Source: an optimization exercise on an open RTL-to-GDS flow (aim: small area and a short achievable clock period). Production flows keep margins and buffers that such runs may drop.
Where RTL was checked, it was by simulation tests only, not by an equivalence proof against the original.
The RTL of runs 8 and 9 was laid out without a check of its function.
No run shown here takes its clock network from TritonCTS; it comes from the design's own scripts or RTL.
The clock input has no modelled driver; a real chip could not lean on it and would need a root buffer or a full tree.
Power is estimated from default activity; no workload was simulated.

==> config.mk <==
export PLATFORM = sky130hd
export DESIGN_NAME = fifo_sync
export DESIGN_NICKNAME = fifo_sync
export VERILOG_FILES = /design/flow/design.v
export SDC_FILE = /design/flow/constraint.sdc
export NUM_CORES = 4
export LEC_CHECK = 0
export CAP_MARGIN = 20
export CORE_MARGIN = 2
export CORE_UTILIZATION = 65
export SETUP_SLACK_MARGIN = 2.25
export SLEW_MARGIN = 20
export SYNTH_HIERARCHICAL = 1
export SYNTH_MINIMUM_KEEP_SIZE = 0
==> constraint.sdc <==
create_clock -name core_clock -period 4.0 [get_ports {clk}]
set_input_delay 0.8000 -clock core_clock [delete_from_list [all_inputs] [get_ports {clk}]]
set_output_delay 0.8000 -clock core_clock [all_outputs]
set_load 0.01 [all_outputs]
==> design.v <==
`timescale 1ns/1ps
module fifo_sync #(
     parameter Depth = 64,
     parameter Width = 8)
    (input clk,
     input  resetn,
     input [Width-1:0] data_in,
     input wr_en, rd_en,
     output [Width-1:0] data_out,
     output empty, full);
     reg  [7:0] ta;
     reg  [6:0] tb;
     reg        nempty;       
     reg        full_r;       
     wire do_read  = rd_en & nempty;
     wire do_write = wr_en & ~ta[7];
     wire up   = do_write & ~do_read;
     wire down = do_read & ~do_write;
     always @(posedge clk or negedge resetn)
        if (!resetn) begin
           ta      <= 8'b0;
           tb      <= 7'b0;
           nempty  <= 1'b0;
           full_r  <= 1'b0;
        end else if (up) begin
           if (tb[6]) begin                  
              tb <= 7'b0;
              ta <= {ta[6:0], 1'b1};
           end else
              tb <= {tb[5:0], 1'b1};
           nempty  <= 1'b1;
           full_r  <= ta[6] & tb[6];         
        end else if (down) begin
           if (!tb[0]) begin                 
              tb <= 7'b1111111;
              ta <= {1'b0, ta[7:1]};
           end else
              tb <= {1'b0, tb[6:1]};
           nempty  <= ta[0] | tb[1];         
           full_r  <= 1'b0;
        end
     assign empty = ~nempty;
     assign full  = full_r;
     wire [Depth:0] vn;
     genvar i;
     generate
        for (i = 0; i < Depth; i = i + 1) begin : dec
           wire a_gt  = ta[i / 8];
           wire a_ge  = (i / 8 == 0) ? 1'b1 : ta[(i / 8 + 7) % 8];
           wire b_gt  = (i % 8 == 7) ? 1'b0 : tb[i % 8 % 7];
           assign vn[i] = ~(a_gt | (a_ge & b_gt));
        end
     endgenerate
     assign vn[Depth] = 1'b1;
     wire rd_n = ~rd_en;
     reg  [Width-1:0] mem [0:Depth-1];
     generate
        for (i = 0; i < Depth; i = i + 1) begin : ent
           wire hold, shift, load;
           wire [Width-1:0] next;
           fifo_nor2 h (.a(rd_en), .b(vn[i]), .y(hold));
           if (i + 1 < Depth) begin : mid
              fifo_nor2 s (.a(rd_n), .b(vn[i+1]), .y(shift));
              fifo_ao21 l (.a(rd_en), .b(vn[i+1]), .c(vn[i]), .y(load));
              assign next = mem[(i + 1) % Depth];
           end else begin : last
              assign shift = 1'b0;
              assign load  = rd_en | vn[i];
              assign next  = {Width{1'b0}};
           end
           wire [Width-1:0] d;
           fifo_sel #(.Width(Width)) sel (
              .hold(hold), .shift(shift), .load(load),
              .cur(mem[i]), .nxt(next), .din(data_in), .d(d));
           always @(posedge clk)
              mem[i] <= d;
        end
     endgenerate
     assign data_out = mem[0];
endmodule
module fifo_sel #(
     parameter Width = 8)
    (input hold, shift, load,
     input [Width-1:0] cur, nxt, din,
     output [Width-1:0] d);
     assign d = ({Width{hold}}  & cur)
              | ({Width{shift}} & nxt)
              | ({Width{load}}  & din);
endmodule
module fifo_nor2 (input a, b, output y);
     assign y = ~(a | b);
endmodule
module fifo_ao21 (input a, b, c, output y);
     assign y = (a & b) | c;
endmodule
==> flow/run.sh <==
#!/bin/bash
# The standard ORFS flow (standard.sh), except that the clock tree is built by
# flow/cts_hook.tcl: a two-level tree of root buffers (up to 4 on the clock
# port) feeding leaf buffers at the centres of balanced groups of flip-flops.
set -euo pipefail
here=$(pwd)
export PRE_CTS_TCL=$here/flow/cts_hook.tcl
export MYCTS_LEAVES=${MYCTS_LEAVES:-21}
export MYCTS_ROOTS=${MYCTS_ROOTS:-4}
# port buffers: a plain buffer rather than the delay cell ORFS picks by area
export BUFFER_PORTS_ARGS="-buffer_cell sky130_fd_sc_hd__buf_4"
bash standard.sh finish > "$here/orfs_make.log" 2>&1 || { tail -n 50 "$here/orfs_make.log"; exit 1; }
tail -n 5 "$here/orfs_make.log"
==> flow/cts_hook.tcl <==
# PRE_CTS_TCL hook: build the clock tree by hand (see mycts.tcl) and make
# the clock_tree_synthesis call that cts.tcl makes next do nothing, so the
# rest of cts.tcl (legalisation, timing repair) runs on this tree.
source [file join [file dirname [info script]] mycts.tcl]
mycts_build $::env(MYCTS_LEAVES) $::env(MYCTS_ROOTS) \
  sky130_fd_sc_hd__clkbuf_16 sky130_fd_sc_hd__clkbuf_16
rename clock_tree_synthesis orfs_clock_tree_synthesis
proc clock_tree_synthesis { args } {
  puts "clock tree built by flow/cts_hook.tcl; TritonCTS not run"
  set_propagated_clock [all_clocks]
}
==> flow/mycts.tcl <==
# Two-level clock tree built by hand: root buffer(s) at the middle of the
# sinks, each driving leaf buffers placed at the centres of balanced groups of
# flip-flops (groups made by recursive bisection, so the leaves carry nearly
# equal loads and the registers' clock arrivals stay balanced).
proc mycts_split {pts k} {
  # pts: list of {x y item}; returns a list of k groups
  if {$k <= 1} { return [list $pts] }
  set xs {}; set ys {}
  foreach p $pts { lappend xs [lindex $p 0]; lappend ys [lindex $p 1] }
  set xs [lsort -integer $xs]; set ys [lsort -integer $ys]
  set w [expr {[lindex $xs end] - [lindex $xs 0]}]
  set h [expr {[lindex $ys end] - [lindex $ys 0]}]
  set axis [expr {$w >= $h ? 0 : 1}]
  set sorted [lsort -integer -index $axis $pts]
  set k1 [expr {$k / 2}]
  set n1 [expr {int(round(double([llength $pts]) * $k1 / $k))}]
  return [concat [mycts_split [lrange $sorted 0 [expr {$n1 - 1}]] $k1] \
                 [mycts_split [lrange $sorted $n1 end] [expr {$k - $k1}]]]
}
proc mycts_centre {pts} {
  set sx 0; set sy 0
  foreach p $pts { set sx [expr {$sx + [lindex $p 0]}]; set sy [expr {$sy + [lindex $p 1]}] }
  set n [llength $pts]
  return [list [expr {$sx / $n}] [expr {$sy / $n}]]
}
proc mycts_build {nleaf nroot leafcell rootcell} {
  set block [ord::get_db_block]
  set db [ord::get_db]
  set clknet [$block findNet clk]
  set leaf_m [$db findMaster $leafcell]
  set root_m [$db findMaster $rootcell]
  set pts {}
  foreach it [$clknet getITerms] {
    set bb [[$it getInst] getBBox]
    lappend pts [list [expr {([$bb xMin] + [$bb xMax]) / 2}] [expr {([$bb yMin] + [$bb yMax]) / 2}] $it]
  }
  puts "mycts: [llength $pts] sinks, $nleaf leaves, $nroot roots"
  set groups [mycts_split $pts $nleaf]
  set leaves {}
  set li 0
  foreach g $groups {
    lassign [mycts_centre $g] cx cy
    set inst [odb::dbInst_create $block $leaf_m "clkbuf_leaf_$li"]
    $inst setLocation [expr {$cx - [$leaf_m getWidth] / 2}] [expr {$cy - [$leaf_m getHeight] / 2}]
    $inst setPlacementStatus PLACED
    set net [odb::dbNet_create $block "clknet_leaf_$li"]
    $net setSigType CLOCK
    [$inst findITerm X] connect $net
    foreach p $g {
      set it [lindex $p 2]
      $it disconnect
      $it connect $net
    }
    lappend leaves [list $cx $cy $inst]
    incr li
  }
  set rgroups [mycts_split $leaves $nroot]
  set ri 0
  foreach g $rgroups {
    lassign [mycts_centre $g] cx cy
    set inst [odb::dbInst_create $block $root_m "clkbuf_root_$ri"]
    $inst setLocation [expr {$cx - [$root_m getWidth] / 2}] [expr {$cy - [$root_m getHeight] / 2}]
    $inst setPlacementStatus PLACED
    [$inst findITerm A] connect $clknet
    set net [odb::dbNet_create $block "clknet_root_$ri"]
    $net setSigType CLOCK
    [$inst findITerm X] connect $net
    foreach p $g { [[lindex $p 2] findITerm A] connect $net }
    incr ri
  }
  $clknet setSigType CLOCK
}
==> standard.sh <==
#!/bin/bash
# synth_recipe.tcl (not shown) runs the flow's synth.tcl, then flattens the netlist and writes it again
# the make line also repeats each setting of config.mk as NAME=value (left out here)
make -C /OpenROAD-flow-scripts/flow DESIGN_CONFIG=/design/flow/config.mk WORK_HOME=/design/flow/orfs CLKGATE_MAP_FILE= SYNTH_SCRIPT=/design/flow/synth_recipe.tcl "${@:-finish}"
==> results of run 1 <==
## power groups by stage
stage	Combinational [mW]	Clock (mW)	Sequential, mW
2_1_floorplan	5.42	0	8.71
6_report	7.56	2.66	9.67
3_5_place_dp	5.97	0	9.65
3_3_place_gp	5.66	0	9.58
5_1_grt	8.32	2.88	9.87
4_1_cts	6.17	2.69	9.60
## worst max-delay path: cells and delay by family
kind            cells  cell delay (ns)
mux                 1             0.20
fa+ha+maj           1             0.20
compound gates      1             0.16
simple gates        2             0.36
buf+inv             2             0.37
## cell families (layout without fill, tap and decap cells)
logic type | Yosys count | in the layout | synth area share
and+or+nand+nor | 159 | 159 | 0.0313
other | 1 | 9 | 0.000186
muxes | 14 | 14 | 0.00696
AOI/OAI and AO/OA | 640 | 640 | 0.296
DFF | 529 | 529 | 0.530
buffers and inverters | 676 | 637 | 0.134
adders and majority gates | 2 | 2 | 0.00124
## per-stage QoR
stage / area (sq um) / setup WS [ns] / std cells
6_report: 22600 / 2.15 / 2386
5_1_grt: 22600 / 2.11 / 2386
4_1_cts: 21100 / 2.20 / 2327
3_5_place_dp: 20100 / 1.49 / 2297
3_3_place_gp: 20100 / 1.60 / 2297
2_1_floorplan: 20200 / 2.00 / 2029
## worst min-delay path by stage
stage	end	slack, ns	depth (start not counted)
2_1_floorplan	mem[0][6]	0.44	2
3_3_place_gp	mem[60][6]	0.44	2
3_5_place_dp	mem[50][6]	0.45	2
4_1_cts	full_r	0.30	1
5_1_grt	full_r	0.30	1
6_report	full_r	0.30	1
## per-module statistics from Yosys (local to each module, per instance), excerpt
module / area, sq um / cells / flip-flops and latches / times used
fifo_sync: 11500 / 679 / 529 / 1
fifo_ao21: 7.51 / 1 / 0 / 63
fifo_nor2: 3.75 / 1 / 0 / 127
## per-layer routing
| layer | part of all wire | global-route usage | routed length (um) | vias up |
|---|---|---|---|---|
| li1 | - | - | - | 7631 |
| met1 | 0.43 | 0.420 | 22200 | 8108 |
| met2 | 0.46 | 0.471 | 23900 | 871 |
| met3 | 0.099 | 0.0255 | 5180 | 79 |
| met4 | 0.018 | 0.0446 | 951 | 0 |
| met5 | 0 | 0 | 0 | - |
## cells in the final DEF (no fill, tap or decap), types with 4 or more instances in the layout
cell type	netlist	routed
a21oi_2	0	20
o21ai_0	7	7
clkbuf_16	0	30
a2bb2oi_1	4	4
buf_16	0	4
buf_12	0	11
a21o_1	63	62
nor2_2	0	42
a222oi_1	512	512
buf_4	0	60
nor2_4	0	51
nor2_1	136	43
inv_1	523	518
buf_6	0	6
dfrtp_4	0	15
clkinvlp_4	0	5
nand2_1	11	9
mux2i_1	14	14
dfxtp_1	512	512
conb_1	1	9
nor2b_1	7	5
a21oi_4	1	30
## state kept, by name, indices dropped and copies added, names as in the netlist
name,cells
mem,512
full_r,1
nempty,1
ta,8
tb,7
## timing repair
| item | CTS | global route |
|---|---|---|
| setup endpoints to repair | 526 | 506 |
| pin swaps | 1 | 20 |
| resized for setup | 106 | 175 |
| gates cloned | 1 | 6 |
| buffers inserted | 4 | 53 |
## layout make-up
class                           count  area share
Timing Repair Buffer               88      0.0440
Buffer                             25      0.0277
Tap cell                          396      0.0220
Multi-Input combinational cell    824       0.343
Inverter                          523      0.0877
Timing Repair inverter              1    0.000333
Sequential cell                   529       0.476
==> impl_metrics.ini, run 1 <==
[floorplanning]
dieArea_sq_um = 32400
die_x_um = 180
fp-row-count = 64
coreArea_sq_um = 30500
dieHeight_um = 180
initial_utilization = 0.660
num_io_pins = 22

[clock_tree]
clk_latency_ns = 0.36
cts.reportedPaths.clkPinSlew_ns = 0.10
hold_buffers = 0

[global_route]
grt_max_degree = 66
grt_antenna_before_repair = 0
grtUsageTotal = 0.286
grt_overflow = 0
grt_pass1_wl_um = 78700
grt_pass1_vias = 14771

[power_and_ir_drop]
p_switching_mw = 7.74
ir_drop_mv = 0.522
power_frac_seq = 0.486
power.total_mw = 19.9
p_int_mw = 12.1
comb_power_share = 0.380
p_per_area_nw_per_um2 = 882
leakage_nw = 11.0
clkPwrFrac = 0.134
p_sw_frac = 0.389

[worst_setup_path]
crit_path_cell_trace = buf_6 -> nand2_4 -> ha_4 -> or2_4 -> a21oi_4 -> buf_4 -> mux2i_1
r2r_end = mem[9][2]
cp-endpoint = ta[4]
critical_path_required_ns = 4.26
critPathSlowestCell = or2_4
arrival_ns = 2.11
path_class = primary input to register
max_stage_delay_ns = 0.24
cp-start-kind = primary input
rr_startpoint = tb[1]
cp-end-kind = register
crit_start = rd_en
r2r_cells = 4
cp_max_fo = 7
r2r_slack_ns = 2.20

[timing]
max_freq_mhz = 541
hold_viol = 0
setup_violations = 0
period_needed_ns = 1.85
finalMaxSlewViolations = 0
finClkSkew_ns = 0.0319
rsz0062_at_grt = true
whs_ns = 0.298
worstMarginPinSlew_ns = 0.951
post-route-period-util = 0.462
fin_setup_tns_ns = 0
relSlewSlack = 0.366

[worst_hold_path]
hp-class = primary input to asynchronous set/reset pin

[synthesis]
ys_top_cells_by_count = inv_1, a222oi_1, dfxtp_1, nor2_1, clkbuf_2
ys_warn_count = 9
synth_largest_area_cell = dfxtp_1
synth.most_common_cell = inv_1
synth_top_area_frac = 0.509
synth_seq_cells = 529
synthArstFlopShare = 0.0321
synth_edf_count = 0
netlist_area_sq_um = 20100
syn_inst = 2021
avgSynthCellArea_sq_um = 9.96
ys.flop_type = dfxtp_1
synthDistinctLibCells = 25
ys_top_cells_by_area = dfxtp_1, a222oi_1, inv_1
ys_seq_area_frac = 0.530

[drt]
vias = 16689
post_drt_wl_per_cell_um = 21.9
ant_nets = 0
vias_per_cell = 6.99
post-route-drc-count = 0
firstDrtPassIters = 13
drt-initial-drc-count = 3546
drt-total-wl_um = 52300

[cells_and_area]
antenna_cells = 0
n_fill_cell = 2146
area_growth_syn_to_layout_pct = 12.1
finalNetCount = 2006
regArea_sq_um = 10700
final_core_util = 0.739
multi_input_comb_area_sq_um = 7730
drive_gt1_frac = 0.143

[outcome]
outcome = complete, no violations

[place]
place_congestion = 0.792
port_buffers = 21
hpwl_um = 30200

[flow_run]
max_cap_violations = 0
==> run 2: changes to the inputs <==
--- a/config.mk
+++ b/config.mk
@@ -9,3 +9,3 @@
 export CORE_MARGIN = 2
-export CORE_UTILIZATION = 65
+export CORE_UTILIZATION = 45
 export SETUP_SLACK_MARGIN = 2.25
==> impl_metrics.ini, run 2 <==
[clock_tree]
clk_latency_ns = 0.36
hold_buffers = 0
cts.reportedPaths.clkPinSlew_ns = 0.10

[power_and_ir_drop]
power_frac_seq = 0.503
p_per_area_nw_per_um2 = 871
ir_drop_mv = 0.348
clkPwrFrac = 0.138
p_int_mw = 11.9
p_switching_mw = 7.46
leakage_nw = 10.7
p_sw_frac = 0.385
comb_power_share = 0.360

[cells_and_area]
drive_gt1_frac = 0.136
design_area_sq_um = 22200
mostFrequentLayoutCell = inv_1
final_cells = 2555
largest_reg_flops = 512
reg.largest.list = mem: 512 flops, ta: 8 flops, tb: 7 flops
finalNetCount = 1979
regArea_sq_um = 10700
layout_common_cells = inv_1, a222oi_1, dfxtp_1, nor2_2, a21o_1
multi_input_comb_area_sq_um = 7460
antenna_cells = 0
n_fill_cell = 4036
final_core_util = 0.502
area_growth_syn_to_layout_pct = 10.4
regMostFlops = mem

[worst_setup_path]
cp_max_fo = 9
cp-end-kind = register
cp-start-kind = register
path_class = register to register
arrival_ns = 2.06
critical_path_required_ns = 4.25

[drt]
post-route-drc-count = 0
drt-total-wl_um = 52600
vias = 16374
ant_nets = 0
vias_per_cell = 6.41
drt-initial-drc-count = 3379
post_drt_wl_per_cell_um = 20.6
firstDrtPassIters = 13

[global_route]
grt_antenna_before_repair = 0
grt_pass1_vias = 15547
grt_overflow = 0
grt_max_degree = 65
grtUsageTotal = 0.212
grt_pass1_wl_um = 82800

[floorplanning]
num_io_pins = 22
fp-row-count = 77
dieArea_sq_um = 46400
die_x_um = 216
dieHeight_um = 216
initial_utilization = 0.455
coreArea_sq_um = 44200

[timing]
hold_viol = 0
finalMaxSlewViolations = 0
worstMarginPinSlew_ns = 0.963
whs_ns = 0.286
relSlewSlack = 0.358
finClkSkew_ns = 0.0324
setup_violations = 0
max_freq_mhz = 553
post-route-period-util = 0.452
rsz0062_at_grt = true
period_needed_ns = 1.81
fin_setup_tns_ns = 0

[synthesis]
synth_top_area_frac = 0.509
ys_warn_count = 9
ys_top_cells_by_area = dfxtp_1, a222oi_1, inv_1
synthArstFlopShare = 0.0321
synth_seq_cells = 529
synth_edf_count = 0
ys_top_cells_by_count = inv_1, a222oi_1, dfxtp_1, nor2_1, clkbuf_2
synth.most_common_cell = inv_1
ys.flop_type = dfxtp_1
avgSynthCellArea_sq_um = 9.96
synth_largest_area_cell = dfxtp_1
syn_inst = 2021
netlist_area_sq_um = 20100
synthDistinctLibCells = 25
ys_seq_area_frac = 0.530

[place]
place_inst = 2493
dpl_cell_area_sq_um = 20400
port_buffers = 21
place_congestion = 0.769
hpwl_um = 31300

[worst_hold_path]
hp-class = primary input to asynchronous set/reset pin

[outcome]
outcome = complete, no violations

[flow_run]
max_cap_violations = 0
-- run 2: worst paths after layout --
check	depth (start not counted)	end	startpoint	slack (ns)
max in group asynchronous	1	tb[0]	resetn	3.46
worst max register to register	5	mem[55][6]	ta[6]	2.19
worst max-delay path	5	mem[55][6]	ta[6]	2.19
min in group core_clock	2	mem[62][6]	mem[63][6]	0.47
worst min register to register	2	mem[62][6]	mem[63][6]	0.47
worst min-delay path	1	ta[5]	resetn	0.29
-- run 2: kinds of logic after synthesis --
logic type	count (synthesis)	synth area share
AO/OA/AOI/OAI	640	0.296
adder cells (fa/ha/maj)	2	0.00124
buffers and inverters	676	0.134
flip-flops	529	0.530
multiplexers	14	0.00696
other	1	0.000186
AND/OR/NAND/NOR	159	0.0313
-- run 2: stage by stage --
step                      power, mW  setup WS [ns]
after floorplan                14.1           2.00
after global placement         15.4           1.21
after detailed placement       15.7           1.15
after CTS                      18.6           2.19
after global routing           20.7           2.13
final                          19.4           2.19
-- run 2: routing by layer --
metal  up-vias  track usage  share of wire  wire [um]
li1       7578            -              -          -
met1      8123        0.287           0.43      22700
met2       605        0.363           0.48      25000
met3        68       0.0221          0.071       3750
met4         0       0.0510          0.021       1080
met5         -            0              0          0
-- run 2: area by class of cell --
cell class | instances | share of cell area
Inverter | 523 | 0.0887
Timing Repair inverter | 1 | 0.000338
Tap cell | 592 | 0.0333
Sequential cell | 529 | 0.483
Buffer | 25 | 0.0282
Timing Repair Buffer | 61 | 0.0304
Multi-Input combinational cell | 824 | 0.336
-- run 2: worst max-delay path: stages, from the launching register on --
cell        delay (ns)
dfrtp_4           0.55
clkbuf_8          0.26
clkinvlp_4        0.19
a21o_1            0.28
a222oi_1          0.32
inv_1             0.08
-- run 2: timing repair --
| action | in CTS | in global routing |
|---|---|---|
| gates resized for setup | 104 | 136 |
| buffers inserted | 9 | 25 |
| pin swaps | 2 | 16 |
| gates cloned | 3 | 0 |
| endpoints found under the setup margin | 531 | 462 |
-- run 2: power groups by stage --
stage               clock network (mW)  logic, mW  registers, mW
floorplan                            0       5.42           8.71
CTS                               2.76       6.22           9.59
finish                            2.67       6.96           9.73
detailed placement                   0       6.00           9.67
global route                      2.93       7.80           9.97
global placement                     0       5.74           9.64
-- run 2: Yosys stat by module (local to each module, per instance), a selection --
module | flops+latches | copies in the design
fifo_sync | 529 | 1
fifo_ao21 | 0 | 63
fifo_nor2 | 0 | 127
==> run 3: changes to the inputs <==
--- a/config.mk
+++ b/config.mk
@@ -9,3 +9,3 @@
 export CORE_MARGIN = 2
-export CORE_UTILIZATION = 45
+export CORE_UTILIZATION = 50
 export SETUP_SLACK_MARGIN = 2.25
==> impl_metrics.ini, run 3 <==
[worst_setup_path]
critical_path_required_ns = 4.23
cp-end-kind = register
cp-start-kind = register
path_class = register to register
cp_max_fo = 18
arrival_ns = 1.98

[drt]
vias_per_cell = 6.56
post-route-drc-count = 0
post_drt_wl_per_cell_um = 21.6
ant_nets = 0
vias = 16341
drt-total-wl_um = 53800
firstDrtPassIters = 14
drt-initial-drc-count = 3278

[timing]
max_freq_mhz = 568
setup_violations = 0
hold_viol = 0
finClkSkew_ns = 0.0274
rsz0062_at_grt = true
period_needed_ns = 1.76
post-route-period-util = 0.440
fin_setup_tns_ns = 0
worstMarginPinSlew_ns = 0.967
relSlewSlack = 0.356
finalMaxSlewViolations = 0

[synthesis]
netlist_area_sq_um = 20100
syn_inst = 2021
synth_edf_count = 0
synthDistinctLibCells = 25
synth_top_area_frac = 0.509
synth_largest_area_cell = dfxtp_1
ys_top_cells_by_count = inv_1, a222oi_1, dfxtp_1, nor2_1, clkbuf_2
synthArstFlopShare = 0.0321
synth.most_common_cell = inv_1
synth_seq_cells = 529
ys_warn_count = 9
ys.flop_type = dfxtp_1
ys_seq_area_frac = 0.530
ys_top_cells_by_area = dfxtp_1, a222oi_1, inv_1
avgSynthCellArea_sq_um = 9.96

[power_and_ir_drop]
clkPwrFrac = 0.137
ir_drop_mv = 0.433
p_per_area_nw_per_um2 = 876
leakage_nw = 10.8
p_int_mw = 11.9
p_sw_frac = 0.387
p_switching_mw = 7.52
comb_power_share = 0.361
power_frac_seq = 0.501

[cells_and_area]
regMostFlops = mem
layout_common_cells = inv_1, a222oi_1, dfxtp_1, nor2_2, a21o_1
area_growth_syn_to_layout_pct = 10.2
largest_reg_flops = 512
mostFrequentLayoutCell = inv_1
finalNetCount = 1983
antenna_cells = 0
drive_gt1_frac = 0.130
n_fill_cell = 3501
design_area_sq_um = 22200
reg.largest.list = mem: 512 flops, ta: 8 flops, tb: 7 flops

[global_route]
grt_max_degree = 70
grt_pass1_wl_um = 83400
grt_antenna_before_repair = 0
grt_overflow = 0
grt_pass1_vias = 15301
grtUsageTotal = 0.240

[place]
hpwl_um = 31600
place_congestion = 0.772
port_buffers = 21
dpl_cell_area_sq_um = 20300

[floorplanning]
num_io_pins = 22
coreArea_sq_um = 39700
die_x_um = 205
fp-row-count = 73
dieArea_sq_um = 41900
initial_utilization = 0.507
dieHeight_um = 205

[clock_tree]
cts.reportedPaths.clkPinSlew_ns = 0.10
clk_latency_ns = 0.36
hold_buffers = 0

[flow_run]
max_cap_violations = 0

[outcome]
outcome = complete, no violations

[worst_hold_path]
hp-class = primary input to asynchronous set/reset pin
## run 3: per-stage QoR
step	total power [mW]	setup slack, ns	util	hold slack (ns)	instances
floorplan	14.1	2.00	-	0.435	2029
global placement	15.4	1.40	0.511	0.448	2426
detailed placement	15.7	1.32	0.511	0.456	2426
CTS	18.7	2.17	0.538	0.294	2458
global route	20.7	2.14	0.558	0.301	2492
finish	19.4	2.24	0.558	0.295	2492
## run 3: final cells by class
type / instances / area [sq um] / share of cell area
Timing Repair inverter: 1 / 7.51 / 0.000339
Timing Repair Buffer: 65 / 743 / 0.0335
Buffer: 25 / 626 / 0.0282
Tap cell: 525 / 657 / 0.0296
Inverter: 523 / 1970 / 0.0887
Multi-Input combinational cell: 824 / 7440 / 0.336
Sequential cell: 529 / 10700 / 0.484
## run 3: critical path: stages, from the launching register on
cell	delay, ns
dfrtp_4	0.68
inv_1	0.24
a21o_1	0.31
a222oi_1	0.34
inv_1	0.07
## run 3: power groups by stage
stage | Clock [mW] | Combinational [mW] | Sequential [mW]
final | 2.67 | 7.02 | 9.73
after floorplan | 0 | 5.42 | 8.71
after global routing | 2.91 | 7.87 | 9.97
after global placement | 0 | 5.73 | 9.72
after detailed placement | 0 | 5.97 | 9.75
after CTS | 2.74 | 6.21 | 9.75
## run 3: routing by layer
layer / track usage / up-vias / wire [um]
li1: - / 7587 / -
met1: 0.343 / 8053 / 23800
met2: 0.407 / 645 / 25300
met3: 0.0129 / 56 / 3860
met4: 0.0427 / 0 / 874
met5: 0 / - / 0
## run 3: timing repair
item,CTS,global route
cloned,1,4
setup buffers,6,30
setup endpoints to repair,526,500
resized for setup,134,92
pin swaps,1,8
## run 3: final timing paths
path | cells after the start | slack, ns | to | startpoint
worst max register to register | 4 | 2.24 | mem[54][6] | ta[6]
worst min-delay path | 1 | 0.30 | ta[2] | resetn
worst min register to register | 2 | 0.47 | mem[29][6] | mem[30][6]
max in group asynchronous | 1 | 3.46 | ta[5] | resetn
min in group core_clock | 2 | 0.47 | mem[29][6] | mem[30][6]
worst max-delay path | 4 | 2.24 | mem[54][6] | ta[6]
## run 3: Yosys stat by module, one instance, submodules excluded, excerpt
module	flip-flops and latches	cell area, sq um
fifo_ao21	0	7.51
fifo_sync	529	11500
fifo_nor2	0	3.75
## run 3: cells by family after synthesis
group	after synthesis	synth area share
fa+ha+maj	2	0.00124
simple gates	159	0.0313
buf+inv	676	0.134
flops	529	0.530
other cells	1	0.000186
compound gates	640	0.296
mux	14	0.00696
==> run 4: changes to the inputs <==
--- a/flow/run.sh
+++ b/flow/run.sh
@@ -8,3 +8,3 @@
 export MYCTS_LEAVES=${MYCTS_LEAVES:-21}
-export MYCTS_ROOTS=${MYCTS_ROOTS:-4}
+export MYCTS_ROOTS=${MYCTS_ROOTS:-3}
 # port buffers: a plain buffer rather than the delay cell ORFS picks by area
==> impl_metrics.ini, run 4 <==
[worst_setup_path]
cp-start-kind = register
cpLargestDelayFamily = compound AO/OA/AOI/OAI gates
critical_path_required_ns = 4.26
cp_max_fo = 8
crit_start = tb[0]
critPathBufInv = 2
critPathSlowestCell = dfrtp_4
rr_startpoint = tb[0]
arrival_ns = 2.02
cp-end-kind = register
crit_path_cell_trace = buf_6 -> a21oi_4 -> nor2_2 -> a222oi_1 -> inv_1
max_stage_delay_ns = 0.60
path_class = register to register

[floorplanning]
dieHeight_um = 205
dieArea_sq_um = 41900
initial_utilization = 0.507
coreArea_sq_um = 39700
num_io_pins = 22
fp-row-count = 73
die_x_um = 205

[timing]
finClkSkew_ns = 0.0156
max_freq_mhz = 566
worstMarginPinSlew_ns = 0.972
fin_setup_tns_ns = 0
hold_viol = 0
finalMaxSlewViolations = 0
post-route-period-util = 0.442
relSlewSlack = 0.352
period_needed_ns = 1.77
setup_violations = 0
rsz0062_at_grt = true

[cells_and_area]
mostFrequentLayoutCell = inv_1
regMostFlops = mem
final_cells = 2497
reg.largest.list = mem: 512 flops, ta: 8 flops, tb: 7 flops
largest_reg_flops = 512
layout_common_cells = inv_1, a222oi_1, dfxtp_1, nor2_2, buf_4
antenna_cells = 0
area_growth_syn_to_layout_pct = 12.3
drive_gt1_frac = 0.145
design_area_sq_um = 22600
finalNetCount = 1988

[synthesis]
netlist_area_sq_um = 20100
synthDistinctLibCells = 25
ys_seq_area_frac = 0.530
synth_seq_cells = 529
ys.flop_type = dfxtp_1
ys_top_cells_by_area = dfxtp_1, a222oi_1, inv_1
syn_inst = 2021
synth_largest_area_cell = dfxtp_1
synth_edf_count = 0
ys_top_cells_by_count = inv_1, a222oi_1, dfxtp_1, nor2_1, clkbuf_2
avgSynthCellArea_sq_um = 9.96
synthArstFlopShare = 0.0321
synth_top_area_frac = 0.509
synth.most_common_cell = inv_1
ys_warn_count = 9

[global_route]
grt_overflow = 0
grt_max_degree = 65
grt_pass1_wl_um = 84700
grt_antenna_before_repair = 0
grt_pass1_vias = 15505
grtUsageTotal = 0.244

[drt]
vias = 16398
vias_per_cell = 6.57
post-route-drc-count = 0
firstDrtPassIters = 14
ant_nets = 0
drt-total-wl_um = 53900
drt-initial-drc-count = 3158
post_drt_wl_per_cell_um = 21.6

[outcome]
outcome = complete, no violations

[power_and_ir_drop]
leakage_nw = 10.8
power.total_mw = 19.8
ir_drop_mv = 0.436
p_per_area_nw_per_um2 = 875

[place]
hpwl_um = 31600
place_inst = 2426
port_buffers = 21
place_congestion = 0.772
dpl_cell_area_sq_um = 20300

[flow_run]
max_cap_violations = 0

[clock_tree]
hold_buffers = 0
clk_latency_ns = 0.38
cts.reportedPaths.clkPinSlew_ns = 0.10

[worst_hold_path]
hp-class = primary input to asynchronous set/reset pin
run 4: what timing repair did:
action                     4_1_cts  5_1_grt
pin swaps                        1       31
hold endpoints to repair         0        0
setup endpoints to repair      527      463
gates resized for setup        185      126
gates cloned                     2        2
buffers inserted                 8       35
run 4: cell families (layout without fill, tap and decap cells):
logic type,Yosys count,count (layout),synth area share
other,1,9,0.000186
adders and majority gates,2,2,0.00124
and+or+nand+nor,159,159,0.0313
muxes,14,14,0.00696
buffers and inverters,676,619,0.134
AOI/OAI and AO/OA,640,640,0.296
DFF,529,529,0.530
run 4: path summary, 6_finish.rpt:
path	to	slack [ns]	depth (start not counted)
setup / recovery	mem[56][4]	2.23	5
hold / removal	tb[1]	0.27	1
setup reg to reg	mem[56][4]	2.23	5
hold reg to reg	mem[42][6]	0.48	2
max in group asynchronous	ta[5]	3.49	1
min in group core_clock	mem[42][6]	0.48	2
run 4: modules after synthesis (local to each module, per instance), excerpt:
module	flip-flops and latches	times used
fifo_sync	529	1
fifo_ao21	0	63
fifo_nor2	0	127
run 4: final cells by class:
class	count	area [sq um]
Buffer	24	601
Timing Repair inverter	1	7.51
Tap cell	525	657
Multi-Input combinational cell	824	7840
Sequential cell	529	10700
Fill cell	3448	17100
Inverter	523	1970
Timing Repair Buffer	71	801
run 4: metrics by stage:
step	util	hold slack, ns	setup slack [ns]
final	0.569	0.271	2.23
after global placement	0.511	0.448	1.40
after CTS	0.545	0.272	2.19
after global routing	0.569	0.275	2.16
after floorplan	-	0.435	2.00
after detailed placement	0.511	0.456	1.32
run 4: where the power goes:
| group | internal [mW] | switching (mW) | total, mW |
|---|---|---|---|
| Sequential | 7.76 | 2.03 | 9.79 |
| Combinational | 3.21 | 4.16 | 7.37 |
| Clock | 1.09 | 1.53 | 2.61 |
run 4: per-layer routing:
metal | up-vias | GRT usage | share of wire | routed length, um
met5 | - | 0 | 0 | 0
met4 | 0 | 0.0484 | 0.014 | 740
met3 | 49 | 0.0173 | 0.071 | 3830
met2 | 601 | 0.411 | 0.48 | 25700
met1 | 8147 | 0.345 | 0.44 | 23600
li1 | 7601 | - | - | -
==> run 5: changes to the inputs <==
--- a/flow/run.sh
+++ b/flow/run.sh
@@ -8,3 +8,3 @@
 export MYCTS_LEAVES=${MYCTS_LEAVES:-21}
-export MYCTS_ROOTS=${MYCTS_ROOTS:-3}
+export MYCTS_ROOTS=${MYCTS_ROOTS:-4}
 # port buffers: a plain buffer rather than the delay cell ORFS picks by area
--- a/config.mk
+++ b/config.mk
@@ -7,7 +7,7 @@
 export LEC_CHECK = 0
-export CAP_MARGIN = 20
+export CAP_MARGIN = 5
 export CORE_MARGIN = 2
-export CORE_UTILIZATION = 50
+export CORE_UTILIZATION = 55
 export SETUP_SLACK_MARGIN = 2.25
-export SLEW_MARGIN = 20
+export SLEW_MARGIN = 5
 export SYNTH_HIERARCHICAL = 1
==> impl_metrics.ini, run 5 <==
[timing]
finClkSkew_ns = 0.0317
relSlewSlack = 0.387
post-route-period-util = 0.442
hold_viol = 0
whs_ns = 0.287
rsz0062_at_grt = true
fin_setup_tns_ns = 0
period_needed_ns = 1.77
finalMaxSlewViolations = 0
setup_violations = 0
max_freq_mhz = 566
worstMarginPinSlew_ns = 0.919

[drt]
vias = 16304
post-route-drc-count = 0
vias_per_cell = 6.65
drt-initial-drc-count = 2949
ant_nets = 0
firstDrtPassIters = 17
post_drt_wl_per_cell_um = 21.5
drt-total-wl_um = 52800

[cells_and_area]
area_growth_syn_to_layout_pct = 10.6
drive_gt1_frac = 0.144
design_area_sq_um = 22300
final_cells = 2450
mostFrequentLayoutCell = inv_1
reg.largest.list = mem: 512 flops, ta: 8 flops, tb: 7 flops
regMostFlops = mem
regArea_sq_um = 10700
largest_reg_flops = 512
n_fill_cell = 3080
finalNetCount = 1997
multi_input_comb_area_sq_um = 7460
layout_common_cells = inv_1, a222oi_1, dfxtp_1, nor2_2

[power_and_ir_drop]
power.total_mw = 19.5
p_per_area_nw_per_um2 = 877
leakage_nw = 10.8
ir_drop_mv = 0.561

[synthesis]
avgSynthCellArea_sq_um = 9.96
synth_top_area_frac = 0.509
synthDistinctLibCells = 25
ys_warn_count = 9
ys_top_cells_by_area = dfxtp_1, a222oi_1, inv_1
netlist_area_sq_um = 20100
synthArstFlopShare = 0.0321
ys_top_cells_by_count = inv_1, a222oi_1, dfxtp_1, nor2_1, clkbuf_2
synth.most_common_cell = inv_1
ys.flop_type = dfxtp_1
synth_seq_cells = 529
synth_edf_count = 0
syn_inst = 2021
ys_seq_area_frac = 0.530
synth_largest_area_cell = dfxtp_1

[worst_hold_path]
hp-class = primary input to asynchronous set/reset pin

[floorplanning]
dieHeight_um = 195
initial_utilization = 0.554
fp-row-count = 70
dieArea_sq_um = 38100
coreArea_sq_um = 36300
die_x_um = 195
num_io_pins = 22

[clock_tree]
clk_latency_ns = 0.36
cts.reportedPaths.clkPinSlew_ns = 0.10

[place]
dpl_cell_area_sq_um = 20200
place_congestion = 0.758
place_inst = 2368
port_buffers = 21
hpwl_um = 30700

[worst_setup_path]
worst_path_most_repeated_cell = buf_16
crit_path_cell_trace = buf_16 -> buf_16 -> nand2_8 -> ha_4 -> or2_4 -> a21oi_4 -> buf_6 -> mux2i_1
path_class = primary input to register
cp_max_fo = 7
arrival_ns = 2.03
max_stage_delay_ns = 0.24
cp-end-kind = register
cp-start-kind = primary input
critical_path_required_ns = 4.26
critPathSlowestCell = or2_4

[global_route]
grt_overflow = 0
grt_pass1_vias = 14759
grt_antenna_before_repair = 0
grt_max_degree = 75
grt_pass1_wl_um = 81300
grtUsageTotal = 0.256

[flow_run]
max_cap_violations = 0

[outcome]
outcome = complete, no violations
-- run 5: cell count changes in the layout (fill, tap and decap cells not counted), moves of 3 or more --
cell	previous run	this run
nor2_2	52	96
nor2_4	43	0
a21oi_2	12	27
a21oi_4	38	23
a21o_1	43	52
a21o_4	10	3
buf_6	4	8
buf_4	49	52
-- run 5: worst paths after layout --
check                            from    endpoint  slack (ns)  cells past startpoint
min                            resetn      full_r        0.29                      1
min in group core_clock    mem[34][6]  mem[33][6]        0.45                      2
max                             rd_en       ta[6]        2.23                      8
max in group asynchronous      resetn       ta[6]        3.47                      1
min reg2reg                mem[34][6]  mem[33][6]        0.45                      2
max reg2reg                     ta[0]  mem[13][6]        2.27                      5
-- run 5: power breakdown --
part | total (mW) | internal, mW | switching (mW) | leakage [nW]
combinational | 7.22 | 3.14 | 4.09 | 6.02
clock | 2.68 | 1.13 | 1.55 | 0.308
sequential | 9.63 | 7.76 | 1.86 | 4.51
-- run 5: repair_timing --
item | CTS | global route
gates cloned | 3 | 1
resized for setup | 113 | 121
setup buffers | 9 | 43
hold buffers | 0 | 0
pin swaps | 1 | 19
setup endpoints to repair | 530 | 423
-- run 5: per-layer routing --
metal / global-route usage / wire length, um
met3: 0.0171 / 4190
met4: 0.0353 / 711
met5: 0 / 0
met2: 0.422 / 24400
met1: 0.378 / 23500
-- run 5: cells by family after synthesis --
family,count (synthesis),share of synthesized area
AO/OA/AOI/OAI,640,0.296
adder cells (fa/ha/maj),2,0.00124
buffers and inverters,676,0.134
flip-flops,529,0.530
multiplexers,14,0.00696
other,1,0.000186
AND/OR/NAND/NOR,159,0.0313
-- run 5: worst max-delay path, delay by kind of cell --
kind	cells	cell delay (ns)
buf+inv	3	0.42
simple gates	2	0.30
mux	1	0.18
fa+ha+maj	1	0.17
compound gates	1	0.15
-- run 5: final cells by class --
type | count | share of cell area
Sequential cell | 529 | 0.482
Buffer | 25 | 0.0281
Tap cell | 468 | 0.0263
Multi-Input combinational cell | 824 | 0.335
Timing Repair Buffer | 79 | 0.0395
Inverter | 523 | 0.0885
Antenna cell | 1 | 0.000112
Timing Repair inverter | 1 | 0.000337
-- run 5: through the flow --
step	util	setup slack, ns
6_report	0.612	2.23
3_5_place_dp	0.557	1.33
5_1_grt	0.612	2.15
4_1_cts	0.587	2.22
2_1_floorplan	-	2.00
3_3_place_gp	0.557	1.37
-- run 5: modules after synthesis, one instance, submodules excluded, excerpt --
module | cells | flip-flops and latches | copies in the design
fifo_nor2 | 1 | 0 | 127
fifo_ao21 | 1 | 0 | 63
fifo_sync | 679 | 529 | 1
==> run 6: changes to the inputs <==
--- a/config.mk
+++ b/config.mk
@@ -7,8 +7,9 @@
 export LEC_CHECK = 0
-export CAP_MARGIN = 5
+export CAP_MARGIN = 20
 export CORE_MARGIN = 2
-export CORE_UTILIZATION = 55
-export SETUP_SLACK_MARGIN = 2.25
-export SLEW_MARGIN = 5
+export CORE_UTILIZATION = 50
+export SETUP_SLACK_MARGIN = 2.35
+export SLEW_MARGIN = 20
 export SYNTH_HIERARCHICAL = 1
 export SYNTH_MINIMUM_KEEP_SIZE = 0
+export TNS_END_PERCENT = 2
==> impl_metrics.ini, run 6 <==
[outcome]
outcome = complete, no violations

[synthesis]
synth_top_area_frac = 0.509
synth_seq_cells = 529
ys_warn_count = 9
synthDistinctLibCells = 25
synth_largest_area_cell = dfxtp_1
synth_edf_count = 0
ys_seq_area_frac = 0.530
avgSynthCellArea_sq_um = 9.96
synthArstFlopShare = 0.0321
netlist_area_sq_um = 20100
syn_inst = 2021
synth.most_common_cell = inv_1
ys_top_cells_by_area = dfxtp_1, a222oi_1, inv_1
ys.flop_type = dfxtp_1
ys_top_cells_by_count = inv_1, a222oi_1, dfxtp_1, nor2_1, clkbuf_2

[drt]
vias_per_cell = 6.52
drt-total-wl_um = 52200
met1Wirelength_um = 22500
ant_nets = 0
vias = 16154
wl_met2_um = 25500
post-route-drc-count = 0
drt-initial-drc-count = 2871
post_drt_wl_per_cell_um = 21.1
firstDrtPassIters = 12
top_layer = met4
wl_met3_um = 3480

[timing]
post-route-period-util = 0.442
whs_ns = 0.289
period_needed_ns = 1.77
finClkSkew_ns = 0.0186
worst_slack_ns = 2.23
fin_setup_tns_ns = 0
worstMarginPinSlew_ns = 0.902
rsz0062_at_grt = true
finalMaxSlewViolations = 0
hold_viol = 0
relSlewSlack = 0.398
setup_violations = 0
max_freq_mhz = 566

[cells_and_area]
largest_reg_flops = 512
antenna_cells = 0
drive_gt1_frac = 0.138
reg.largest.list = mem: 512 flops, ta: 8 flops, tb: 7 flops
mostFrequentLayoutCell = inv_1
design_area_sq_um = 22100
final_cells = 2478
finalNetCount = 1969
area_growth_syn_to_layout_pct = 9.86
layout_common_cells = inv_1, a222oi_1, dfxtp_1, nor2_2, a21o_1
final_core_util = 0.557
regMostFlops = mem

[place]
post-place-ws_ns = 1.17
place_inst = 2425
place_congestion = 0.765
hpwl_um = 30100
dpl_cell_area_sq_um = 20300
port_buffers = 21

[global_route]
grt_antenna_before_repair = 0
grt_pass1_vias = 15278
grtUsageTotal = 0.236
grt_overflow = 0
grt_max_degree = 65
grt_pass1_wl_um = 81900

[power_and_ir_drop]
power.total_mw = 19.4
p_int_mw = 11.9
leakage_nw = 10.7
p_per_area_nw_per_um2 = 875
comb_power_share = 0.361
power_frac_seq = 0.501
ir_drop_mv = 0.407
p_sw_frac = 0.385
clkPwrFrac = 0.138
p_switching_mw = 7.45

[floorplanning]
dieArea_sq_um = 41900
fp-row-count = 73
num_io_pins = 22
die_x_um = 205
dieHeight_um = 205
initial_utilization = 0.507
coreArea_sq_um = 39700

[worst_setup_path]
cp-start-kind = register
path_class = register to register
r2r_slack_ns = 2.23
critical_path_required_ns = 4.23
arrival_ns = 2.00
cp-end-kind = register
cp_max_fo = 17

[worst_hold_path]
hp-class = primary input to asynchronous set/reset pin

[clock_tree]
clk_latency_ns = 0.35
cts.reportedPaths.clkPinSlew_ns = 0.09

[flow_run]
max_cap_violations = 0
==> run 6: cell counts after synthesis <==
No cell type changed its count.
==> run 6: timing repair <==
item | in CTS | in global routing
gates resized for setup | 134 | 110
hold buffers | 0 | 0
buffers inserted | 8 | 16
endpoints found under the setup margin | 532 | 531
gates cloned | 4 | 0
pin swaps | 2 | 8
==> run 6: cell type report <==
type / count / area [sq um]
fillers: 3557 / 17600
flip-flops and latches: 529 / 10700
multi-input cells: 824 / 7490
inverters: 523 / 1970
well taps: 525 / 657
repair buffers: 51 / 633
plain buffers: 25 / 626
repair inverters: 1 / 7.51
==> run 6: Yosys stat by module (local to each module, per instance), a selection <==
module / flops+latches / times used / cells inside
fifo_nor2: 0 / 127 / 1
fifo_ao21: 0 / 63 / 1
fifo_sync: 529 / 1 / 679
==> run 6: layer usage <==
layer  global-route usage  vias up
li1                     -     7549
met1                0.316     7978
met2                0.413      580
met3               0.0223       47
met4               0.0546        0
met5                    0        -
==> run 6: power by group through the flow <==
stage               Clock, mW  Sequential (mW)  Combinational [mW]
finish                   2.67             9.69                6.99
global route             2.93             9.93                7.80
CTS                      2.76             9.66                6.28
detailed placement          0             9.65                5.98
global placement            0             9.63                5.71
floorplan                   0             8.69                5.43
==> run 6: cells by family after synthesis <==
logic type / count (synthesis) / synth area share
buffers and inverters: 676 / 0.134
AO/OA/AOI/OAI: 640 / 0.296
flip-flops: 529 / 0.530
other: 1 / 0.000186
AND/OR/NAND/NOR: 159 / 0.0313
adder cells (fa/ha/maj): 2 / 0.00124
multiplexers: 14 / 0.00696
==> run 6: worst max-delay path: stages (launching register included) <==
cell	delay [ns]
dfrtp_4	0.68
inv_1	0.27
a21o_4	0.30
a222oi_1	0.31
inv_1	0.09
==> run 6: path summary, 6_finish.rpt <==
path                                    to  depth (start not counted)  startpoint
worst max-delay path            mem[38][6]                          4       ta[4]
worst min-delay path                 ta[0]                          1      resetn
worst max register to register  mem[38][6]                          4       ta[4]
max in group asynchronous            tb[1]                          1      resetn
min in group core_clock         mem[51][0]                          2  mem[52][0]
worst min register to register  mem[51][0]                          2  mem[52][0]
==> run 7: changes to the inputs <==
--- a/config.mk
+++ b/config.mk
@@ -10,3 +10,3 @@
 export CORE_UTILIZATION = 50
-export SETUP_SLACK_MARGIN = 2.35
+export SETUP_SLACK_MARGIN = 2.3
 export SLEW_MARGIN = 20
@@ -14,2 +14,2 @@
 export SYNTH_MINIMUM_KEEP_SIZE = 0
-export TNS_END_PERCENT = 2
+export TNS_END_PERCENT = 5
==> impl_metrics.ini, run 7 <==
[global_route]
grt_overflow = 0
grt_pass1_wl_um = 80100
grt_max_degree = 72
grt_pass1_vias = 15253
grtUsageTotal = 0.230
grt_antenna_before_repair = 1

[cells_and_area]
largest_reg_flops = 512
mostFrequentLayoutCell = inv_1
finalNetCount = 1966
drive_gt1_frac = 0.114
regMostFlops = mem
layout_common_cells = inv_1, a222oi_1, dfxtp_1, nor2_2, nor2_1
reg.largest.list = mem: 512 flops, ta: 8 flops, tb: 7 flops
area_growth_syn_to_layout_pct = 8.24
final_cells = 2476

[power_and_ir_drop]
comb_power_share = 0.349
power.total_mw = 18.9
power_frac_seq = 0.511
ir_drop_mv = 0.393
p_per_area_nw_per_um2 = 869
p_int_mw = 11.7
p_switching_mw = 7.23
clkPwrFrac = 0.141
p_sw_frac = 0.382
leakage_nw = 10.6

[synthesis]
syn_inst = 2021
ys.flop_type = dfxtp_1
synth_edf_count = 0
ys_top_cells_by_count = inv_1, a222oi_1, dfxtp_1, nor2_1, clkbuf_2
ys_warn_count = 9
synth_largest_area_cell = dfxtp_1
synthDistinctLibCells = 25
ys_top_cells_by_area = dfxtp_1, a222oi_1, inv_1
ys_seq_area_frac = 0.530
synthArstFlopShare = 0.0321
synth.most_common_cell = inv_1
avgSynthCellArea_sq_um = 9.96
synth_top_area_frac = 0.509
netlist_area_sq_um = 20100
synth_seq_cells = 529

[timing]
worstMarginPinSlew_ns = 0.932
setup_violations = 0
fin_setup_tns_ns = 0
finalMaxSlewViolations = 0
period_needed_ns = 1.77
post-route-period-util = 0.444
rsz0062_at_grt = true
finClkSkew_ns = 0.0233
hold_viol = 0
max_freq_mhz = 564
relSlewSlack = 0.379

[outcome]
outcome = complete, no violations

[worst_setup_path]
path_class = register to primary output
cp_max_fo = 2
max_stage_delay_ns = 0.40
critPathSlowestCell = dfrtp_1
crit_path_cell_trace = inv_2 -> buf_4
cp-start-kind = register
critical_path_required_ns = 3.20
arrival_ns = 0.97
cp-end-kind = primary output

[floorplanning]
fp-row-count = 73
initial_utilization = 0.507
dieHeight_um = 205
num_io_pins = 22
coreArea_sq_um = 39700
dieArea_sq_um = 41900
die_x_um = 205

[drt]
post-route-drc-count = 0
ant_nets = 0
firstDrtPassIters = 13
vias_per_cell = 6.53
drt-initial-drc-count = 3062
drt-total-wl_um = 50800
post_drt_wl_per_cell_um = 20.5
vias = 16161

[clock_tree]
cts.reportedPaths.clkPinSlew_ns = 0.10
clk_latency_ns = 0.36

[place]
hpwl_um = 30600
place_congestion = 0.761
port_buffers = 21
place_inst = 2426

[flow_run]
max_cap_violations = 0

[worst_hold_path]
hp-class = primary input to asynchronous set/reset pin
## run 7: cell families (layout without fill, tap and decap cells)
| logic type | Yosys count | in the layout | synth area share |
|---|---|---|---|
| adders and majority gates | 2 | 2 | 0.00124 |
| other | 1 | 10 | 0.000186 |
| DFF | 529 | 529 | 0.530 |
| AOI/OAI and AO/OA | 640 | 640 | 0.296 |
| and+or+nand+nor | 159 | 159 | 0.0313 |
| buffers and inverters | 676 | 597 | 0.134 |
| muxes | 14 | 14 | 0.00696 |
## run 7: layout make-up
class                   count  area, sq um
repair inverters            1         7.51
fillers                  3495        17900
diodes                      1         2.50
flip-flops and latches    529        10700
inverters                 523         1970
plain buffers              25          626
repair buffers             48          547
well taps                 525          657
multi-input cells         824         7250
## run 7: timing repair
action / 4_1_cts / 5_1_grt
endpoints found under the setup margin: 531 / 520
pin swaps: 2 / 5
resized for setup: 88 / 99
gates cloned: 3 / 0
buffers inserted: 11 / 10
hold buffers: 0 / 0
## run 7: stage by stage
step / instance area (sq um) / setup slack [ns] / hold slack, ns / utilization
final: 21800 / 2.23 / 0.295 / 0.548
after global routing: 21800 / 2.17 / 0.300 / 0.548
after CTS: 21300 / 2.22 / 0.302 / 0.537
after detailed placement: 20300 / 1.14 / 0.455 / 0.510
after global placement: 20300 / 1.19 / 0.443 / 0.510
after floorplan: 20200 / 2.00 / 0.435 / -
## run 7: worst max-delay path, delay by kind of cell, from the launching register on
| family | cells | cell delay (ns) |
|---|---|---|
| buf+inv | 2 | 0.23 |
| flops | 1 | 0.40 |
## run 7: path summary, 6_finish.rpt
check / start / to / slack [ns] / depth (start not counted)
max: nempty / empty / 2.23 / 2
min: resetn / ta[3] / 0.29 / 1
max reg2reg: ta[7] / mem[62][6] / 2.24 / 4
min reg2reg: mem[52][2] / mem[51][2] / 0.47 / 2
max in group asynchronous: resetn / tb[0] / 3.49 / 1
min in group core_clock: mem[52][2] / mem[51][2] / 0.47 / 2
## run 7: modules after synthesis (local to each module, per instance), a selection
module	flops+latches	cells inside	area (sq um)
fifo_sync	529	679	11500
fifo_ao21	0	1	7.51
fifo_nor2	0	1	3.75
## run 7: power groups by stage
stage | logic [mW] | clock network, mW | registers (mW)
global route | 7.40 | 2.94 | 9.92
floorplan | 5.43 | 0 | 8.69
CTS | 6.20 | 2.74 | 9.55
global placement | 5.76 | 0 | 9.60
finish | 6.60 | 2.66 | 9.67
detailed placement | 5.99 | 0 | 9.64
## run 7: routing by layer
metal | GRT usage | wire [um] | vias to the layer above
met3 | 0.0175 | 3410 | 78
met2 | 0.403 | 24300 | 584
met4 | 0.0518 | 1100 | 0
li1 | - | - | 7540
met1 | 0.310 | 22000 | 7959
met5 | 0 | 0 | -
==> run 8: changes to the inputs <==
--- a/design.v
+++ b/design.v
@@ -14,6 +14,9 @@
      reg        full_r;       
-     wire do_read  = rd_en & nempty;
-     wire do_write = wr_en & ~ta[7];
-     wire up   = do_write & ~do_read;
-     wire down = do_read & ~do_write;
+     wire [7:0] ta_n;
+     wire [6:0] tb_n;
+     wire       nempty_n, full_n;
+     fifo_cnt cnt (
+        .wr_en(wr_en), .rd_en(rd_en), .ta(ta), .tb(tb), .nempty(nempty),
+        .ta_n(ta_n), .tb_n(tb_n), .nempty_n(nempty_n), .full_n(full_n),
+        .full_r(full_r));
      always @(posedge clk or negedge resetn)
@@ -24,18 +27,7 @@
            full_r  <= 1'b0;
-        end else if (up) begin
-           if (tb[6]) begin                  
-              tb <= 7'b0;
-              ta <= {ta[6:0], 1'b1};
-           end else
-              tb <= {tb[5:0], 1'b1};
-           nempty  <= 1'b1;
-           full_r  <= ta[6] & tb[6];         
-        end else if (down) begin
-           if (!tb[0]) begin                 
-              tb <= 7'b1111111;
-              ta <= {1'b0, ta[7:1]};
-           end else
-              tb <= {1'b0, tb[6:1]};
-           nempty  <= ta[0] | tb[1];         
-           full_r  <= 1'b0;
+        end else begin
+           ta      <= ta_n;
+           tb      <= tb_n;
+           nempty  <= nempty_n;
+           full_r  <= full_n;
         end
@@ -95 +87,22 @@
 endmodule
+module fifo_cnt (
+     input        wr_en, rd_en,
+     input  [7:0] ta,
+     input  [6:0] tb,
+     input        nempty, full_r,
+     output [7:0] ta_n,
+     output [6:0] tb_n,
+     output       nempty_n, full_n);
+     wire do_read  = rd_en & nempty;
+     wire do_write = wr_en & ~ta[7];
+     wire up   = do_write & ~do_read;
+     wire down = do_read & ~do_write;
+     wire [6:0] tb_inc = tb[6] ? 7'b0 : {tb[5:0], 1'b1};
+     wire [7:0] ta_inc = tb[6] ? {ta[6:0], 1'b1} : ta;
+     wire [6:0] tb_dec = tb[0] ? {1'b0, tb[6:1]} : 7'b1111111;
+     wire [7:0] ta_dec = tb[0] ? ta : {1'b0, ta[7:1]};
+     assign tb_n     = up ? tb_inc : down ? tb_dec : tb;
+     assign ta_n     = up ? ta_inc : down ? ta_dec : ta;
+     assign nempty_n = up | (down ? (ta[0] | tb[1]) : nempty);
+     assign full_n   = up ? (ta[6] & tb[6]) : (~down & full_r);
+endmodule
--- a/config.mk
+++ b/config.mk
@@ -9,4 +9,4 @@
 export CORE_MARGIN = 2
-export CORE_UTILIZATION = 50
-export SETUP_SLACK_MARGIN = 2.3
+export CORE_UTILIZATION = 55
+export SETUP_SLACK_MARGIN = 2.25
 export SLEW_MARGIN = 20
@@ -14,2 +14 @@
 export SYNTH_MINIMUM_KEEP_SIZE = 0
-export TNS_END_PERCENT = 5
==> impl_metrics.ini, run 8 <==
[worst_setup_path]
path_class = primary input to register
arrival_ns = 2.07
crit_path_cell_trace = buf_12 -> clkinvlp_4 -> clkbuf_16 -> buf_12 -> nor2_2 -> a222oi_1 -> inv_1
max_stage_delay_ns = 0.28
r2r_slack_ns = 2.24
critPathSlowestCell = nor2_2
critical_path_required_ns = 4.29
r2r_cells = 3
r2r_end = tb[5]
cp-end-kind = register
worst_path_most_repeated_cell = buf_12
cpLargestDelayFamily = buffers and inverters
critPathBufInv = 5
rr_startpoint = ta[7]
cp-start-kind = primary input
cp_max_fo = 8

[timing]
post-route-period-util = 0.446
finalMaxSlewViolations = 0
fin_setup_tns_ns = 0
rsz0062_at_grt = true
worstMarginPinSlew_ns = 0.910
setup_violations = 0
period_needed_ns = 1.78
relSlewSlack = 0.394
worst_slack_ns = 2.22
finClkSkew_ns = 0.0269
hold_viol = 0
max_freq_mhz = 561

[floorplanning]
dieArea_sq_um = 38400
fp-row-count = 70
dieHeight_um = 196
num_io_pins = 22
coreArea_sq_um = 36400
die_x_um = 196
initial_utilization = 0.556

[place]
post-place-ws_ns = 1.33
place_congestion = 0.763
place_inst = 2365
port_buffers = 21
hpwl_um = 30300

[synthesis]
synth.most_common_cell = inv_1
ys_seq_area_frac = 0.527
ys_top_cells_by_area = dfxtp_1, a222oi_1, inv_1
syn_inst = 2014
ys_warn_count = 9
synthArstFlopShare = 0.0321
synth_largest_area_cell = dfxtp_1
synth_edf_count = 0
ys.flop_type = dfxtp_1
avgSynthCellArea_sq_um = 10.1
synth_top_area_frac = 0.506
netlist_area_sq_um = 20300
ys_top_cells_by_count = inv_1, a222oi_1, dfxtp_1, nor2_1, clkbuf_2
synthDistinctLibCells = 32
synth_seq_cells = 529

[outcome]
outcome = complete, no violations

[cells_and_area]
final_cells = 2434
finalNetCount = 1980
layout_common_cells = inv_1, a222oi_1, dfxtp_1, a21o_1, nor2_2
regArea_sq_um = 10700
n_fill_cell = 3057
multi_input_comb_area_sq_um = 7560
area_growth_syn_to_layout_pct = 9.98
drive_gt1_frac = 0.135
mostFrequentLayoutCell = inv_1
largest_reg_flops = 512
regMostFlops = mem
antenna_cells = 0
reg.largest.list = mem: 512 flops, ta: 8 flops, tb: 7 flops

[global_route]
grtUsageTotal = 0.249
grt_pass1_vias = 15268
grt_antenna_before_repair = 0
grt_max_degree = 76
grt_pass1_wl_um = 80400
grt_overflow = 0

[drt]
vias = 16246
met1Wirelength_um = 22600
ant_nets = 0
firstDrtPassIters = 13
drt-initial-drc-count = 2983
wl_met2_um = 24800
top_layer = met4
drt-total-wl_um = 51600
post_drt_wl_per_cell_um = 21.2
vias_per_cell = 6.67
post-route-drc-count = 0
wl_met3_um = 3230

[power_and_ir_drop]
leakage_nw = 11.0
ir_drop_mv = 0.628
p_per_area_nw_per_um2 = 881

[worst_hold_path]
hp-class = primary input to asynchronous set/reset pin

[flow_run]
max_cap_violations = 0

[clock_tree]
hold_buffers = 0
clk_latency_ns = 0.35
cts.reportedPaths.clkPinSlew_ns = 0.10
[run 8: cell count changes after synthesis, sizes merged, moves of 6 or more]
| cell | delta |
|---|---|
| clkbuf | -16 |
| mux2i | -13 |
| buf | +12 |
| nor4 | +11 |
| nand2 | -9 |
| inv | +8 |
| o21ai | -7 |
| a311oi | +6 |
| nor2b | -6 |
| o221a | +6 |
[run 8: cells by family (layout without fill, tap and decap cells)]
family / count (synthesis) / after routing / share of synthesized area
other: 1 / 9 / 0.000185
XOR/XNOR: 1 / 1 / 0.000803
AO/OA/AOI/OAI: 646 / 646 / 0.303
flip-flops: 529 / 529 / 0.527
multiplexers: 1 / 1 / 0.000494
buffers and inverters: 680 / 624 / 0.138
AND/OR/NAND/NOR: 156 / 156 / 0.0313
[run 8: stage by stage]
step | total power, mW | hold slack, ns | util | area, sq um
after floorplan | 14.7 | 0.435 | - | 20300
after global placement | 15.9 | 0.445 | 0.557 | 20300
after detailed placement | 16.1 | 0.451 | 0.557 | 20300
after CTS | 18.9 | 0.285 | 0.581 | 21200
after global routing | 21.0 | 0.292 | 0.611 | 22300
final | 19.6 | 0.294 | 0.611 | 22300
[run 8: area by class of cell]
class                   instances  area share
inverters                     531      0.0897
flip-flops and latches        529       0.482
well taps                     468      0.0263
plain buffers                  25      0.0281
repair buffers                 67      0.0344
multi-input cells             813       0.339
repair inverters                1    0.000337
[run 8: modules after synthesis, one instance, submodules excluded, a selection]
module	flip-flops and latches	cells inside
fifo_nor2	0	1
fifo_ao21	0	1
fifo_sync	529	612
fifo_cnt	0	60
[run 8: routing by layer]
| layer | GRT usage | vias to the layer above |
|---|---|---|
| met4 | 0.0494 | 0 |
| met5 | 0 | - |
| met1 | 0.346 | 8009 |
| met3 | 0.0184 | 61 |
| met2 | 0.431 | 542 |
| li1 | - | 7634 |
[run 8: how the worst max path moves through the flow]
stage                      from    endpoint  slack [ns]  depth (start not counted)
after floorplan           rd_en  mem[12][0]        2.03                          5
after global placement    rd_en  mem[42][2]        1.38                          6
after detailed placement  rd_en  mem[39][7]        1.33                          6
after CTS                 rd_en  mem[52][7]        2.15                          5
after global routing      ta[2]  mem[26][1]        2.15                          4
final                     rd_en   mem[2][4]        2.22                          7
[run 8: power by group]
part           internal, mW  switching [mW]  total, mW
combinational          3.30            3.68       6.98
sequential             8.01            1.98       9.99
clock                  1.13            1.53       2.66
[run 8: worst reg2reg max path: stages (launching register included)]
cell,delay [ns]
dfrtp_2,0.62
nand2b_2,0.42
nand3_1,0.28
o221a_2,0.34
[run 8: timing repair]
item | CTS | global route
setup endpoints to repair | 530 | 509
buffers inserted | 5 | 36
gates cloned | 1 | 2
pin swaps | 0 | 10
gates resized for setup | 88 | 150
==> run 9: changes to the inputs <==
--- a/config.mk
+++ b/config.mk
@@ -10,2 +10,3 @@
 export CORE_UTILIZATION = 55
+export PLACE_DENSITY = 0.72
 export SETUP_SLACK_MARGIN = 2.25
==> impl_metrics.ini, run 9 <==
[floorplanning]
fp-row-count = 70
die_x_um = 196
initial_utilization = 0.556
dieHeight_um = 196
coreArea_sq_um = 36400
dieArea_sq_um = 38400
num_io_pins = 22

[timing]
post-route-period-util = 0.462
setup_violations = 0
max_freq_mhz = 541
finClkSkew_ns = 0.0287
whs_ns = 0.287
rsz0062_at_grt = true
finalMaxSlewViolations = 0
worstMarginPinSlew_ns = 0.917
period_needed_ns = 1.85
relSlewSlack = 0.389
hold_viol = 0
worst_slack_ns = 2.15
fin_setup_tns_ns = 0

[worst_setup_path]
arrival_ns = 2.06
r2r_cells = 4
crit_start = rd_en
path_class = primary input to register
cp_max_fo = 33
r2r_end = mem[6][1]
cp-endpoint = mem[30][7]
cp-start-kind = primary input
cp-end-kind = register
rr_startpoint = tb[6]
r2r_slack_ns = 2.24
critical_path_required_ns = 4.21

[place]
port_buffers = 21
place_congestion = 0.780
hpwl_um = 30100
post-place-ws_ns = 1.11
dpl_cell_area_sq_um = 20300

[synthesis]
syn_inst = 2014
synthArstFlopShare = 0.0321
synthDistinctLibCells = 32
synth_edf_count = 0
ys_seq_area_frac = 0.527
synth.most_common_cell = inv_1
synth_top_area_frac = 0.506
ys.flop_type = dfxtp_1
synth_seq_cells = 529
ys_warn_count = 9
ys_top_cells_by_count = inv_1, a222oi_1, dfxtp_1, nor2_1, clkbuf_2
avgSynthCellArea_sq_um = 10.1
ys_top_cells_by_area = dfxtp_1, a222oi_1, inv_1
netlist_area_sq_um = 20300
synth_largest_area_cell = dfxtp_1

[power_and_ir_drop]
leakage_nw = 10.7
ir_drop_mv = 0.400
power.total_mw = 19.4
p_per_area_nw_per_um2 = 884

[clock_tree]
cts.reportedPaths.clkPinSlew_ns = 0.09
clk_latency_ns = 0.35
hold_buffers = 0

[global_route]
grtUsageTotal = 0.249
grt_pass1_wl_um = 80800
grt_overflow = 0
grt_max_degree = 65
grt_antenna_before_repair = 1
grt_pass1_vias = 15789

[worst_hold_path]
hp-class = primary input to asynchronous set/reset pin

[cells_and_area]
largest_reg_flops = 512
area_growth_syn_to_layout_pct = 8.30
regMostFlops = mem
reg.largest.list = mem: 512 flops, ta: 8 flops, tb: 7 flops
drive_gt1_frac = 0.138
finalNetCount = 1958
layout_common_cells = inv_1, a222oi_1, dfxtp_1, nor2_2, nor2_1
design_area_sq_um = 21900
mostFrequentLayoutCell = inv_1

[flow_run]
max_cap_violations = 0

[drt]
drt-initial-drc-count = 3458
vias = 16434
post-route-drc-count = 0
firstDrtPassIters = 13
drt-total-wl_um = 50500
post_drt_wl_per_cell_um = 20.9
ant_nets = 0
vias_per_cell = 6.81

[outcome]
outcome = complete, no violations
run 9: cell types whose count changed in the layout (fill, tap and decap cells not counted), moves of 4 or more:
cell,change
a21o_4,+6
nor2_4,-12
nor2_1,+4
buf_12,-12
a21oi_4,-12
a21oi_2,+12
a21o_2,+23
a21o_1,-29
buf_4,-11
nor2_2,+8
run 9: cells by family after synthesis:
kind of cell           share of synthesized area
buffers and inverters                      0.138
AO/OA/AOI/OAI                              0.303
flip-flops                                 0.527
AND/OR/NAND/NOR                           0.0313
XOR/XNOR                                0.000803
multiplexers                            0.000494
other                                   0.000185
run 9: through the flow:
stage          std cells  utilization
2_1_floorplan       2022            -
3_3_place_gp        2366        0.556
3_5_place_dp        2366        0.556
4_1_cts             2404        0.585
5_1_grt             2413        0.602
6_report            2413        0.602
run 9: critical path, stage by stage:
cell       delay (ns)
buf_6            0.15
bufbuf_16        0.33
a21o_2           0.29
a222oi_1         0.36
inv_1            0.09
run 9: final cells by class:
class	count	area [sq um]
Fill cell	3040	14500
Inverter	531	2000
Buffer	25	626
Sequential cell	529	10700
Timing Repair Buffer	43	470
Timing Repair inverter	2	15.0
Tap cell	468	586
Multi-Input combinational cell	814	7510
Antenna cell	1	2.50
run 9: worst min-delay path by stage:
| stage | startpoint | endpoint | slack, ns | cells after the start |
|---|---|---|---|---|
| 2_1_floorplan | mem[1][6] | mem[0][6] | 0.44 | 2 |
| 3_3_place_gp | mem[35][6] | mem[34][6] | 0.44 | 2 |
| 3_5_place_dp | mem[35][6] | mem[34][6] | 0.45 | 2 |
| 4_1_cts | resetn | ta[6] | 0.28 | 1 |
| 5_1_grt | resetn | full_r | 0.29 | 1 |
| 6_report | resetn | full_r | 0.29 | 1 |
run 9: routing by layer:
metal / track usage / wire length [um] / up-vias
li1: - / - / 7567
met1: 0.321 / 20600 / 8119
met2: 0.453 / 24900 / 672
met3: 0.0215 / 3700 / 76
met4: 0.0564 / 1320 / 0
met5: 0 / 0 / -
run 9: per-module statistics from Yosys (local to each module, per instance), a selection:
module | cells inside | times used
fifo_cnt | 60 | 1
fifo_nor2 | 1 | 127
fifo_sync | 612 | 1
fifo_ao21 | 1 | 63
run 9: where the power goes:
group | internal [mW] | leakage (nW) | switching, mW | total (mW)
Combinational | 3.15 | 5.97 | 3.51 | 6.65
Sequential | 8.00 | 4.47 | 2.10 | 10.1
Clock | 1.13 | 0.308 | 1.51 | 2.64
run 9: timing repair:
item,CTS,global route
setup endpoints to repair,529,500
endpoints found under the hold margin,0,0
gates resized for setup,110,137
cloned,3,3
pin swaps,3,39
setup buffers,10,5

==> afterwards: timing with drivers on the ports <==
The results above use ideal ports. As a check the final layouts listed here were re-extracted and re-timed, cells and wires unchanged. Step 1 assumes that a clkbuf_16 drives the clock port and a buf_2 every other input. Step 2 times the ports against the registers' clock, not the clock port: input delays grow and output delays shrink by t, the midpoint of the rising clock arrivals with the driver on. Slacks: no drivers / after step 1 / after step 2; pairs: no drivers / after step 1.
| run | shift t [ns] | setup WS [ns] |
|---|---|---|
| run 1 | 0.464 | 2.152 / 2.146 / 1.744 |
| run 2 | 0.466 | 2.192 / 2.139 / 1.765 |
| run 3 | 0.466 | 2.241 / 2.141 / 1.853 |
| run 4 | 0.463 | 2.234 / 2.142 / 1.820 |
| run 5 | 0.462 | 2.233 / 2.119 / 1.768 |
| run 6 | 0.468 | 2.232 / 2.124 / 1.830 |
| run 7 | 0.461 | 2.226 / 2.116 / 1.818 |
| run 8 | 0.456 | 2.217 / 2.141 / 1.782 |
| run 9 | 0.455 | 2.152 / 2.106 / 1.779 |
After both steps setup and hold are still met in every run listed.
